Background: an optimization exercise with open tools, aiming at small area, a short achievable clock period and few clock cycles per item. Do not read the settings as production practice. Power is estimated from default activity; no workload was simulated.

==> v11 <==
==> flow/design.v <==
module dd_cell (
        input  logic [3:0] s,
        output logic       c,
        output logic [2:0] m
    );
	assign c    = s[3] | (s[2] & (s[1] | s[0]));
	assign m[2] = (s[2] & ~s[1] & ~s[0]) | (s[3] & s[0]);
	assign m[1] = (s[1] & (~s[2] | s[0])) | (s[3] & ~s[0]);
	assign m[0] = (~s[3] & ~s[2] & s[0]) | (s[2] & s[1] & ~s[0]) | (s[3] & ~s[0]);
endmodule
module acc_bit (
        input  logic a,       
        input  logic st,      
        input  logic hold,    
        input  logic busy,    
        output logic d
    );
	assign d = (a & hold) | (st & busy);
endmodule
module unsigned_to_bcd (
        input  logic clk,
        input  logic reset,           
        input  logic trigger,         
        input  logic [31:0] in,       
        output logic idle,            
        output logic [31:0] bcd       
    );
	localparam int K  = 3;                  
	localparam int L  = 5;                  
	localparam int NS = (32 - L) / K;       
	localparam int CW = 4;                  
	logic [31:0]   acc;
	logic [K-1:0]  chunk;
	logic [CW-1:0] cnt;
	logic          idle_q;
	assign idle = idle_q;
	assign bcd  = acc;
	logic go, hold, busy;
	assign go   = trigger & idle_q;
	assign hold = idle_q & ~trigger;
	assign busy = ~idle_q;
	logic [3:0] s  [0:K][0:7];
	logic       cy [0:K-1][0:7];
	logic [2:0] mm [0:K-1][0:7];
	for (genvar d = 0; d < 8; d++) begin : g_in
		assign s[0][d] = acc[4*d +: 4];
	end
	for (genvar j = 0; j < K; j++) begin : g_step
		for (genvar d = 0; d < 8; d++) begin : g_dig
			dd_cell u_cell (.s(s[j][d]), .c(cy[j][d]), .m(mm[j][d]));
			if (d == 0) begin : g_lsd
				assign s[j+1][d] = {mm[j][d], chunk[K-1-j]};
			end else begin : g_msd
				assign s[j+1][d] = {mm[j][d], cy[j][d-1]};
			end
		end
	end
	logic [31:0] st;
	for (genvar d = 0; d < 8; d++) begin : g_st
		assign st[4*d +: 4] = s[K][d];
	end
	logic [3:0] ld_s [3:L];
	logic       ld_c [3:L-1];
	logic [2:0] ld_m [3:L-1];
	assign ld_s[3] = {1'b0, in[31:29]};
	for (genvar j = 3; j < L; j++) begin : g_ld
		dd_cell u_load (.s(ld_s[j]), .c(ld_c[j]), .m(ld_m[j]));
		assign ld_s[j+1] = {ld_m[j], in[31-j]};
	end
	logic [7:0] ld;
	always_comb begin
		ld = {4'b0000, ld_s[L]};
		for (int j = 3; j < L; j++)
			ld[4 + L - 1 - j] = ld_c[j];
	end
	logic [31:0] acc_d;
	for (genvar b = 0; b < 32; b++) begin : g_acc
		logic t;
		acc_bit u_bit (.a(acc[b]), .st(st[b]), .hold(hold), .busy(busy), .d(t));
		if (b < 8) begin : g_ld
			assign acc_d[b] = t | (go & ld[b]);
		end else begin : g_nold
			assign acc_d[b] = t;
		end
	end
	logic [K-1:0] chunk_sel;
	always_comb begin
		chunk_sel = in[K-1:0];
		for (int j = 0; j < NS; j++)
			if (cnt == CW'(j)) chunk_sel = in[31 - L - K*j -: K];
	end
	always_ff @(posedge clk) begin
		acc   <= acc_d;
		chunk <= chunk_sel;
		if (reset) begin
			idle_q <= 1'b1;
			cnt    <= '0;
		end else begin
			if (go)
				idle_q <= 1'b0;
			else if (busy && cnt == CW'(NS))
				idle_q <= 1'b1;
			if (go || busy)
				cnt <= (cnt == CW'(NS)) ? '0 : cnt + CW'(1);
		end
	end
endmodule
==> flow/flow/run.sh <==
#!/bin/bash
# Standard ORFS layout, with plain buffers (instead of the default delay
# buffers) on the input and output ports.
export BUFFER_PORTS_ARGS="-buffer_cell sky130_fd_sc_hd__buf_2"
bash standard.sh > standard.log 2>&1
==> flow/standard.sh <==
#!/bin/bash
# synth_recipe.tcl (not shown) runs the flow's synth.tcl, then flattens the netlist and writes it again
# the make line also repeats each setting of config.mk as NAME=value (left out here)
make -C /OpenROAD-flow-scripts/flow DESIGN_CONFIG=/design/flow/config.mk WORK_HOME=/design/flow/orfs CLKGATE_MAP_FILE= SYNTH_SCRIPT=/design/flow/synth_recipe.tcl "${@:-finish}"
==> flow/config.mk <==
export PLATFORM = sky130hd
export DESIGN_NAME = unsigned_to_bcd
export DESIGN_NICKNAME = unsigned_to_bcd
export VERILOG_FILES = /design/flow/design.v
export SDC_FILE = /design/flow/constraint.sdc
export NUM_CORES = 4
export LEC_CHECK = 0
export ABC_AREA = 1
export CAP_MARGIN = 20
export CORE_MARGIN = 2
export CORE_UTILIZATION = 40
export SETUP_SLACK_MARGIN = 3.0
export SLEW_MARGIN = 20
export SYNTH_HIERARCHICAL = 1
export SYNTH_MINIMUM_KEEP_SIZE = 0
==> flow/constraint.sdc <==
create_clock -name core_clock -period 5.0 [get_ports {clk}]
set_input_delay 1.0000 -clock core_clock [delete_from_list [all_inputs] [get_ports {clk}]]
set_output_delay 1.0000 -clock core_clock [all_outputs]
set_load 0.01 [all_outputs]
==> v32 (differences from v11) <==
==> flow/design.v (replaced) <==
module unsigned_to_bcd (
        input  logic clk,
        input  logic reset,           
        input  logic trigger,         
        input  logic [31:0] in,       
        output logic idle,            
        output logic [31:0] bcd       
    );
	localparam int K  = 4;                  
	localparam int L  = 4;                  
	localparam int NS = (32 - L) / K;       
	localparam int CW = $clog2(NS + 1);     
	function automatic logic [3:0] dd_cell(input logic [3:0] s);
		logic c, m2, m1, m0;
		c  = s[3] | (s[2] & (s[1] | s[0]));
		m2 = (s[2] & ~s[1] & ~s[0]) | (s[3] & s[0]);
		m1 = (s[1] & (~s[2] | s[0])) | (s[3] & ~s[0]);
		m0 = (~s[3] & ~s[2] & s[0]) | (s[2] & s[1] & ~s[0]) | (s[3] & ~s[0]);
		dd_cell = {c, m2, m1, m0};
	endfunction
	function automatic logic [31:0] dd_steps(input logic [31:0] a, input logic [K-1:0] b);
		logic [31:0] r;
		logic [3:0]  t;
		logic [8:0]  cy;
		r = a;
		for (int j = K - 1; j >= 0; j--) begin
			cy[0] = b[j];
			for (int d = 0; d < 8; d++) begin
				t = dd_cell(r[4*d +: 4]);
				cy[d+1] = t[3];
				r[4*d +: 4] = {t[2:0], cy[d]};
			end
		end
		dd_steps = r;
	endfunction
	logic [31:0]   acc;
	logic [K-1:0]  chunk;
	logic [CW-1:0] cnt;
	logic          idle_q;
	logic          go;
	assign idle = idle_q;
	assign bcd  = acc;
	assign go   = trigger & idle_q;
	logic [K-1:0] chunk_sel;
	always_comb begin
		chunk_sel = in[31 - L -: K];
		for (int j = 0; j < NS; j++)
			if (cnt == CW'(j)) chunk_sel = in[31 - L - K*j -: K];
	end
	logic [31:0] load_val;
	always_comb begin
		logic [K-1:0] top;
		top = '0;
		top[L-1:0] = in[31 -: L];
		load_val = dd_steps(32'd0, top);
	end
	always_ff @(posedge clk) begin
		chunk <= chunk_sel;
		if (go)
			acc <= load_val;
		else if (!idle_q)
			acc <= dd_steps(acc, chunk);
		if (reset) begin
			idle_q <= 1'b1;
			cnt    <= '0;
		end else if (go) begin
			idle_q <= 1'b0;
			cnt    <= CW'(1);
		end else if (!idle_q) begin
			if (cnt == CW'(NS)) begin
				idle_q <= 1'b1;
				cnt    <= '0;
			end else
				cnt <= cnt + CW'(1);
		end
	end
endmodule
Settings changed: SETUP_SLACK_MARGIN 3.0 to 3.2, SYNTH_HIERARCHICAL 1 to unset, SYNTH_MINIMUM_KEEP_SIZE 0 to unset.
==> results by group <==
Floorplan
  • Die span in x: 103.7 um
  • Initial standard-cell utilization of the core: 40.86%

Global routing
  • Largest net degree at the start of global routing: 18
  • Vias in the first global route: 4,570

Clock network
  • Setup repair bufs after CTS: 33

STA
  • Minimum clock period: 1.996 ns

Hold path
  • Startpoint of the tightest hold check path: acc[24]$_SDFFE_PP0N_

Placement
  • Post-detailed-placement half-perimeter wirelength: 8394 um
  • Total placed cells including tap cells: 928

Route
  • Detailed-route wire length per cell: 13.05 um
  • DR vias: 5,248
  • Number of optimization iterations in the first detailed-route pass: 6

Power and ir drop
  • Switching fraction of total power: 54.93%
  • Reported net switching power: 2.144 mW

Worst setup path
  • Reg-to-reg critical path startpoint: acc[0]$_DFFE_PP_

Status
  • Outcome: finished clean

Layout
  • Area growth, synth to finish: 54.93%
  • Largest registers ranked by flip-flop count: acc: 32 flops, chunk: 4 flops, cnt: 3 flops
[end of results for v32]
==> results by group <==
Worst setup path
  • Reg-to-reg critical path startpoint: acc[0]$_DFF_P_

Layout
  • Area growth, synth to finish: 19.90%

Global routing
  • Largest net degree at the start of global routing: 36
  • Vias in the first global route: 3,437

Placement
  • Total placed cells including tap cells: 784
  • Post-detailed-placement half-perimeter wirelength: 6020 um

Hold path
  • Startpoint of the tightest hold check path: acc[31]$_DFF_P_

Power and ir drop
  • Switching fraction of total power: 52.62%

Clock network
  • Setup repair bufs after CTS: 4

Floorplan
  • Initial standard-cell utilization of the core: 41.79%

Status
  • Outcome: finished clean

Route
  • Number of optimization iterations in the first detailed-route pass: 5

STA
  • Minimum clock period: 1.926 ns
[end of results for v11]
No functional check of the RTL was part of any run of this note.

-- re-timing with driven ports --
Ports are ideal in the flow. The routed layouts listed here were re-timed in OpenROAD. Step 1 (the two cells are an assumption about what drives the block):
set clk [get_ports {clk}]
set_driving_cell -lib_cell sky130_fd_sc_hd__clkbuf_16 $clk
set_driving_cell -lib_cell sky130_fd_sc_hd__buf_2 [delete_from_list [all_inputs] $clk]
Step 2 times the ports against the registers' clock, not the clock port: input delays grow and output delays shrink by t, the midpoint of the rising clock arrivals with the driver on. Three values: no drivers, after step 1, after step 2; two values: the first two.
| run | shift t [ns] | setup WS [ns] | hold slack, ns |
|---|---|---|---|
| v11 | 0.314 | 3.074 / 3.048 / 2.943 | 0.512 / 0.512 / 0.512 |
| v32 | 0.329 | 3.004 / 2.973 / 2.978 | 0.506 / 0.506 / 0.506 |
After both steps every run listed still meets setup and hold. The setup slack of v11, which loses most, moves by -0.026 ns with the drivers and by -0.131 ns with both steps.
